What follows belongs to an exercise in optimizing a design on an open flow for small area and a short achievable clock period; a production flow would make more cautious choices.
At most, simulation tests tie the RTL to the original design; equivalence was not proved.
Power and IR drop assume default switching activity.

03-19:
// iitb_proc
module iitb_proc (clk, reset, i_mem_addr, i_mem_data, reg1, reg2, reg3, reg4, reg5, reg6, reg7);
export LEC_CHECK = 0
export ABC_CLOCK_PERIOD_IN_PS = 3500
export CAP_MARGIN = 20
export CORE_MARGIN = 2
export CORE_UTILIZATION = 30
export CTS_CLUSTER_DIAMETER = 80
export CTS_CLUSTER_SIZE = 20
export PLACE_DENSITY = 0.4
export SLEW_MARGIN = 20
create_clock -name core_clock -period 10.0 [get_ports {clk}]
standard.sh (not shown) runs the stock make flow with config.mk's settings and CLKGATE_MAP_FILE= SYNTH_SCRIPT=/design/flow/synth_recipe.tcl, a recipe that flattens the netlist after the stock synthesis.
==> flow/flow/run.sh <==
#!/bin/bash
# Layout flow: the standard ORFS flow (standard synthesis unchanged), with
# timing repair aimed below the 10 ns period so that the achieved period is short,
# clock tree synthesis without dummy loads, and plain buffers on the ports.
set -euo pipefail
cd "$(dirname "$0")/.."
bash standard.sh SETUP_SLACK_MARGIN=6.5 \
  "CTS_ARGS=-sink_clustering_enable -repair_clock_nets -sink_clustering_size 20 -sink_clustering_max_diameter 80 -dont_use_dummy_load" \
  "BUFFER_PORTS_ARGS=-buffer_cell sky130_fd_sc_hd__buf_2" \
  finish > flow_orfs.log 2>&1
> inputs changed (03-19 -> 10-20)
diff --git a/flow/design.v b/flow/design.v
--- a/flow/design.v
+++ b/flow/design.v
@@ -187,25 +187,34 @@
 	out_d1 <= d1n;
 	out_d2 <= d2n_x;
 	e_t1 <= (f == 5'd8) && fc_n;
 	e_t0 <= f_compl ^ (((f == 5'd4) || (f == 5'd8)) && fc_n);
 	brj <= pc_off;
 	frm_q <= frm;
 end
 wire [15:0] wd = rd_data;
-always @(posedge clk) begin
-	if (reset) R1 <= 16'd1; else if (w_wb && w_rc == 3'd1) R1 <= wd;
-	if (reset) R2 <= 16'd2; else if (w_wb && w_rc == 3'd2) R2 <= wd;
-	if (reset) R3 <= 16'd3; else if (w_wb && w_rc == 3'd3) R3 <= wd;
-	if (reset) R4 <= 16'd4; else if (w_wb && w_rc == 3'd4) R4 <= wd;
-	if (reset) R5 <= 16'd5; else if (w_wb && w_rc == 3'd5) R5 <= wd;
-	if (reset) R6 <= 16'h8000; else if (w_wb && w_rc == 3'd6) R6 <= wd;
-	if (reset) R7 <= 16'h8000; else if (w_wb && w_rc == 3'd7) R7 <= wd;
-end
+always @(posedge clk or posedge reset)
+	if (reset) begin
+		R1 <= 16'd1;
+		R2 <= 16'd2;
+		R3 <= 16'd3;
+		R4 <= 16'd4;
+		R5 <= 16'd5;
+		R6 <= 16'h8000;
+		R7 <= 16'h8000;
+	end else if (w_wb) begin
+		if (w_rc == 3'd1) R1 <= wd;
+		if (w_rc == 3'd2) R2 <= wd;
+		if (w_rc == 3'd3) R3 <= wd;
+		if (w_rc == 3'd4) R4 <= wd;
+		if (w_rc == 3'd5) R5 <= wd;
+		if (w_rc == 3'd6) R6 <= wd;
+		if (w_rc == 3'd7) R7 <= wd;
+	end
 wire [4:0]  x = e_op;
 wire [15:0] op1 = out_d1, opb = out_d2;
 wire        x_add = (x < 5'd9);
 wire        x_nand = (x > 5'd8) && (x < 5'd15);
 wire        x_jump = (x == 5'd23) || (x == 5'd24) || (x == 5'd25);
 wire        x_cc = (x == 5'd2) || (x == 5'd6) || (x == 5'd10) || (x == 5'd13);
 wire        x_cz = (x == 5'd3) || (x == 5'd7) || (x == 5'd11) || (x == 5'd14);
 wire        x_unc = (x == 5'd0) || (x == 5'd1) || (x == 5'd4) || (x == 5'd5) || (x == 5'd8) ||
### Flow results
Comparing 10-20 and 03-19, the higher die area was measured on 10-20. Routing usage on met3 ended up 0.35 points higher on 10-20 than on 03-19. 03-19 vs 10-20, most used routing layer in global routing: met2 vs met1. Taking 03-19 as the reference, in 10-20 non-clock buffer count higher; power after layout rose 7.3%; final worst setup slack shows a reduction of 0.042 ns.
No run of this note included a check of the RTL's function; only the layout flow was run.

iitb_proc again, from the RTL that the note above started with.
Design iitb_proc, start of the top module:
module iitb_proc (clk, reset, i_mem_addr, i_mem_data, reg1, reg2, reg3, reg4, reg5, reg6, reg7);
==> flow/config.mk <==
export PLATFORM = sky130hd
export DESIGN_NAME = iitb_proc
export DESIGN_NICKNAME = iitb_proc
export VERILOG_FILES = /design/flow/design.v
export SDC_FILE = /design/flow/constraint.sdc
export NUM_CORES = 4
export LEC_CHECK = 0
export ABC_CLOCK_PERIOD_IN_PS = 3500
export CAP_MARGIN = 20
export CORE_MARGIN = 2
export CORE_UTILIZATION = 30
export CTS_CLUSTER_DIAMETER = 80
export CTS_CLUSTER_SIZE = 20
export PLACE_DENSITY = 0.4
export SLEW_MARGIN = 20
==> flow/constraint.sdc <==
create_clock -name core_clock -period 10.0 [get_ports {clk}]
set_input_delay 2.0000 -clock core_clock [delete_from_list [all_inputs] [get_ports {clk}]]
set_output_delay 2.0000 -clock core_clock [all_outputs]
set_load 0.01 [all_outputs]
==> flow/flow/run.sh <==
#!/bin/bash
# Layout flow: the standard ORFS flow (standard synthesis unchanged), with
# timing repair aimed below the 10 ns period so that the achieved period is short,
# clock tree synthesis without dummy loads, and plain buffers on the ports.
set -euo pipefail
cd "$(dirname "$0")/.."
bash standard.sh SETUP_SLACK_MARGIN=6.7 \
  "CTS_ARGS=-sink_clustering_enable -repair_clock_nets -sink_clustering_size 20 -sink_clustering_max_diameter 80 -dont_use_dummy_load" \
  "BUFFER_PORTS_ARGS=-buffer_cell sky130_fd_sc_hd__buf_2" \
  finish > flow_orfs.log 2>&1
Then changed:
--- a/flow/design.v
+++ b/flow/design.v
@@ -152,45 +152,44 @@
 wire        fw_e = f_upd && !w_alu && !m_alu;
 wire [15:0] frm_early = !f_upd ? frm_q : w_alu ? rd_data : alu_q;
 wire [15:0] frm = fw_e ? alu_fwd : frm_early;
 wire [15:0] d1_early = sig1 ? frm_early : f_jump ? pc_d + 16'd2 : rA;
 wire [15:0] d2_early = sig2 ? frm_early : f_sw ? rB + sext6 : d_cimm ? (f_lli ? zext9 : sext6) : rB;
 wire [15:0] alu_fwd_x;                
 wire [15:0] d1n = (fw_e && sig1) ? alu_fwd : d1_early;
 wire [15:0] d2n_x = (fw_e && sig2) ? alu_fwd_x : (d2_early ^ {16{f_compl}});
 wire        bj;
 wire [15:0] pc_off = pc_d + {(f == 5'd23) ? zext9[14:0] : sext6[14:0], 1'b0};
-wire [15:0] r0n = bj ? brj :          
-                  first ? 16'd0 :
+wire [15:0] r0n = bj ? brj :
+                  (first || reset) ? 16'd0 :
                   (f == 5'd23) ? pc_off :
                   (f == 5'd24) ? rB :
                   (f == 5'd25) ? rA + {zext9[14:0], 1'b0} :
                   R0 + 16'd2;
 always @(posedge clk or posedge reset)
 	if (reset) begin
 		e_op <= 5'd0;
 		e_rc <= 3'd0;
 		e_alu <= 1'b0;
 		e_compl <= 1'b0;
 		sig1_q <= 1'b0;
 		sig2_q <= 1'b0;
-		R0 <= 16'd0;
 	end else begin
 		e_op <= f;
 		e_rc <= d_rc;
 		e_alu <= f_alu;
 		e_compl <= f_compl;
 		sig1_q <= sig1;
 		sig2_q <= sig2;
-		R0 <= r0n;
 	end
 always @(posedge clk) begin
+	R0 <= r0n;
 	out_d1 <= d1n;
 	out_d2 <= d2n_x;
 	e_t1 <= (f == 5'd8) && fc_n;
 	e_t0 <= f_compl ^ (((f == 5'd4) || (f == 5'd8)) && fc_n);
 	brj <= pc_off;
 	frm_q <= frm;
 end
 wire [15:0] wd = rd_data;
 always @(posedge clk) begin
 	if (reset) R1 <= 16'd1; else if (w_wb && w_rc == 3'd1) R1 <= wd;
Clock-buffer cell count rises by 3.
Wire length rises by 4.0%.
Global-route usage rises by 0.82 points.
Design area rises by 1.2%.
Synthesized cell count rises by 0.83%.
Utilization rises by 0.38 points.
Setup slack degrades by 0.019 ns.
No functional check of the RTL was part of the first run of this note.

Another version of the RTL of iitb_proc (not shown whole).
Size in the first run: roughly 4900 cells after synthesis, about 1400 flip-flops, about 150 I/O pins, ~0.059 mm^2 of cells after synthesis.
Design iitb_proc, start of the top module:
module iitb_proc (clk, reset, i_mem_addr, i_mem_data, reg1, reg2, reg3, reg4, reg5, reg6, reg7);
export LEC_CHECK = 0
export ABC_CLOCK_PERIOD_IN_PS = 3500
export CAP_MARGIN = 20
export CORE_MARGIN = 2
export CORE_UTILIZATION = 30
export CTS_CLUSTER_DIAMETER = 80
export CTS_CLUSTER_SIZE = 20
export PLACE_DENSITY = 0.4
export SLEW_MARGIN = 20
create_clock -name core_clock -period 10.0 [get_ports {clk}]
==> flow/flow/run.sh <==
#!/bin/bash
# Layout flow: the standard ORFS flow (standard synthesis unchanged), with
# timing repair aimed below the 10 ns period so that the achieved period is short,
# clock tree synthesis without dummy loads, and plain buffers on the ports.
set -euo pipefail
cd "$(dirname "$0")/.."
bash standard.sh SETUP_SLACK_MARGIN=6.5 \
  "CTS_ARGS=-sink_clustering_enable -repair_clock_nets -sink_clustering_size 20 -sink_clustering_max_diameter 80 -dont_use_dummy_load" \
  "BUFFER_PORTS_ARGS=-buffer_cell sky130_fd_sc_hd__buf_2" \
  finish > flow_orfs.log 2>&1
Then changed:
--- a/flow/design.v
+++ b/flow/design.v
@@ -17,13 +17,13 @@
 reg         e_alu, e_compl;
 reg  [15:0] out_d1, out_d2, brj;    
 reg         e_t0, e_t1;              
 reg         sig1_q, sig2_q;
 reg  [15:0] frm_q;
 reg  [15:0] alu_q;               
-reg  [5:0]  m_ei, m_oi;
+reg  [7:0]  m_ehi, m_elo, m_ohi, m_olo;    
 reg         m_a0;
 reg         m_wr, m_wb, m_alu;
 reg         m_selo, m_sele, m_sela;    
 reg  [2:0]  m_rc;
 reg         fc, fz;
 reg  [1:0]  wbdis;
@@ -244,45 +244,48 @@
 always @(posedge clk) begin
 	alu_q <= alu_n;
 	m_sele <= (x == 5'd16) && !maddr[0];
 	m_selo <= (x == 5'd16) && maddr[0];
 	m_sela <= (x != 5'd16);
 	m_a0 <= maddr[0];
-	m_oi <= maddr[6:1];
-	m_ei <= maddr[6:1] + {5'd0, maddr[0]};
+	m_ohi <= 8'd1 << maddr[6:4];
+	m_olo <= 8'd1 << maddr[3:1];
+	m_ehi <= 8'd1 << (maddr[6:4] + {2'd0, maddr[0] && (maddr[3:1] == 3'd7)});
+	m_elo <= 8'd1 << (maddr[3:1] + {2'd0, maddr[0]});
 	m_rc <= e_rc;
 	fc <= fc_n;
 	fz <= fz_n;
 end
-wire [5:0] oi = m_oi;
-wire [5:0] ei = m_ei;
 wire [7:0] wd_e = m_a0 ? alu_q[15:8] : alu_q[7:0];
 wire [7:0] wd_o = m_a0 ? alu_q[7:0] : alu_q[15:8];
 localparam [47:0] INIT_E = 48'h33_84_03_02_01_06;    
 localparam [47:0] INIT_O = 48'h99_40_20_80_40_00;    
 reg [511:0] ebank, obank;
-wire [63:0] dec_e = 64'd1 << ei;
-wire [63:0] dec_o = 64'd1 << oi;
-genvar j, b;
+genvar j, b, g;
 generate for (j = 0; j < 64; j = j + 1) begin : bank
 	always @(posedge clk) begin
-		if (reset || (m_wr && dec_e[j]))
+		if (reset || (m_wr && m_ehi[j / 8] && m_elo[j % 8]))
 			ebank[8*j +: 8] <= reset ? ((j < 6) ? INIT_E[8*j +: 8] : 8'd0) : wd_e;
-		if (reset || (m_wr && dec_o[j]))
+		if (reset || (m_wr && m_ohi[j / 8] && m_olo[j % 8]))
 			obank[8*j +: 8] <= reset ? ((j < 6) ? INIT_O[8*j +: 8] : 8'd0) : wd_o;
 	end
 end endgenerate
 wire [7:0] rd_e, rd_o;
 generate for (b = 0; b < 8; b = b + 1) begin : rdbit
-	wire [63:0] ecol, ocol;
-	for (j = 0; j < 64; j = j + 1) begin : col
-		assign ecol[j] = ebank[8*j + b];
-		assign ocol[j] = obank[8*j + b];
-	end
-	assign rd_e[b] = |(ecol & dec_e);
-	assign rd_o[b] = |(ocol & dec_o);
+	wire [7:0] eg, og;
+	for (g = 0; g < 8; g = g + 1) begin : grp
+		wire [7:0] ecol, ocol;
+		for (j = 0; j < 8; j = j + 1) begin : col
+			assign ecol[j] = ebank[8*(8*g + j) + b];
+			assign ocol[j] = obank[8*(8*g + j) + b];
+		end
+		assign eg[g] = |(ecol & m_elo);
+		assign og[g] = |(ocol & m_olo);
+	end
+	assign rd_e[b] = |(eg & m_ehi);
+	assign rd_o[b] = |(og & m_ohi);
 end endgenerate
 wire [15:0] rd_n = ({rd_o, rd_e} & {16{m_sele}}) | ({rd_e, rd_o} & {16{m_selo}}) |
                    (alu_q & {16{m_sela}});
 always @(posedge clk or posedge reset)
 	if (reset) begin
 		w_wb <= 1'b0;
Result:
- sequential cell count goes up by 20
- cell area goes down by 1.3%
- register-to-register slack gets better by 0.14 ns
- sequential power stays flat
- power goes up by 1.2%
- clock-buffer cell count goes down by 3
- die area goes up by 1.3%

## before
iitb_proc with an RTL version that a note above also has.
For scale: ~150 I/O pins, ~60000 um2 of cells after synthesis.
export LEC_CHECK = 0
export ABC_CLOCK_PERIOD_IN_PS = 3500
export CAP_MARGIN = 20
export CORE_MARGIN = 2
export CORE_UTILIZATION = 40
export CTS_CLUSTER_DIAMETER = 80
export CTS_CLUSTER_SIZE = 20
export PLACE_DENSITY = 0.5
export SLEW_MARGIN = 20
create_clock -name core_clock -period 10.0 [get_ports {clk}]
==> flow/flow/run.sh <==
#!/bin/bash
# Layout flow: the standard ORFS flow (standard synthesis unchanged), with
# timing repair aimed below the 10 ns period so that the achieved period is short,
# clock tree synthesis without dummy loads, and plain buffers on the ports.
set -euo pipefail
cd "$(dirname "$0")/.."
bash standard.sh SETUP_SLACK_MARGIN=6.7 \
  "CTS_ARGS=-sink_clustering_enable -repair_clock_nets -sink_clustering_size 20 -sink_clustering_max_diameter 80 -dont_use_dummy_load" \
  "BUFFER_PORTS_ARGS=-buffer_cell sky130_fd_sc_hd__buf_2" \
  finish > flow_orfs.log 2>&1
Input changes introduced in after (baseline for comparison: before):
diff --git a/flow/design.v b/flow/design.v
--- a/flow/design.v
+++ b/flow/design.v
@@ -154,40 +154,41 @@
 wire [15:0] frm = fw_e ? alu_fwd : frm_early;
 wire [15:0] d1_early = sig1 ? frm_early : f_jump ? pc_d + 16'd2 : rA;
 wire [15:0] d2_early = sig2 ? frm_early : f_sw ? rB + sext6 : d_cimm ? (f_lli ? zext9 : sext6) : rB;
 wire [15:0] alu_fwd_x;                
 wire [15:0] d1n = (fw_e && sig1) ? alu_fwd : d1_early;
 wire [15:0] d2n_x = (fw_e && sig2) ? alu_fwd_x : (d2_early ^ {16{f_compl}});
 wire        bj;
 wire [15:0] pc_off = pc_d + {(f == 5'd23) ? zext9[14:0] : sext6[14:0], 1'b0};
-wire [15:0] r0n = bj ? brj :
-                  (first || reset) ? 16'd0 :
+wire [15:0] r0n = bj ? brj :          
+                  first ? 16'd0 :
                   (f == 5'd23) ? pc_off :
                   (f == 5'd24) ? rB :
                   (f == 5'd25) ? rA + {zext9[14:0], 1'b0} :
                   R0 + 16'd2;
 always @(posedge clk or posedge reset)
 	if (reset) begin
 		e_op <= 5'd0;
 		e_rc <= 3'd0;
 		e_alu <= 1'b0;
 		e_compl <= 1'b0;
 		sig1_q <= 1'b0;
 		sig2_q <= 1'b0;
+		R0 <= 16'd0;
 	end else begin
 		e_op <= f;
 		e_rc <= d_rc;
 		e_alu <= f_alu;
 		e_compl <= f_compl;
 		sig1_q <= sig1;
 		sig2_q <= sig2;
+		R0 <= r0n;
 	end
 always @(posedge clk) begin
-	R0 <= r0n;
 	out_d1 <= d1n;
 	out_d2 <= d2n_x;
 	e_t1 <= (f == 5'd8) && fc_n;
 	e_t0 <= f_compl ^ (((f == 5'd4) || (f == 5'd8)) && fc_n);
 	brj <= pc_off;
 	frm_q <= frm;
 end
 wire [15:0] wd = rd_data;
## What came out
Quantity of gates resized following cts (higher): before. In the metrics for before and after, the one carrying the lower first-iteration DRC count is before. From before to after the numbers moved as follows: final period demand of the worst path held, internal power has increased, final cell count without fillers went down by 0.99%, global-route wire length before repair -1.6%. Between after and before, the period utilization does not differ in any meaningful way. Summary of after over before: die outline area stayed essentially flat, number of nets in the final layout has decreased, cell area after layout has decreased, netlist area before placement stayed essentially flat.
The RTL of after was laid out without a check of its function.

## re-timing with driven ports
How much do the figures lean on ideal ports? The routed layouts below were timed once more, with nothing changed but the port constraints. Step 1 sets driving cells, clkbuf_16 on the clock port and buf_2 on the other inputs (assumed; they add their load-dependent delay and slew). Step 2, shift: input delay + t, output delay - t, t = (earliest + latest rising clock arrival at the registers) / 2. This alone moves slack from input paths to output paths. Slacks: ideal / step 1 / step 2; pairs: ideal / step 1.
run	t (ns)	setup WS [ns]	latest minus earliest clock arrival (ns)	slew at the worst register clock pin (ns)
03-19	0.784	6.552 / 6.465 / 6.461	0.116 / 0.116	0.09 / 0.09
10-20	0.803	6.510 / 6.423 / 6.228	0.123 / 0.122	0.09 / 0.09
the first run of note 2	0.797	6.665 / 6.574 / 6.425	0.151 / 0.151	0.09 / 0.09
the second run of note 2	0.782	6.645 / 6.595 / 6.431	0.111 / 0.110	0.09 / 0.09
the first run of note 3	0.811	6.427 / 6.427 / 5.825	0.118 / 0.119	0.09 / 0.09
the second run of note 3	0.807	6.562 / 6.490 / 5.814	0.132 / 0.132	0.09 / 0.09
before	0.772	6.676 / 6.630 / 6.374	0.117 / 0.118	0.09 / 0.09
after	0.762	6.675 / 6.655 / 6.392	0.126 / 0.126	0.09 / 0.09
After both steps every run listed still meets setup and hold. The setup slack of the second run of note 3, which loses most, moves by -0.072 ns with the drivers and by -0.748 ns with both steps. Setup slack includes reset recovery checks.
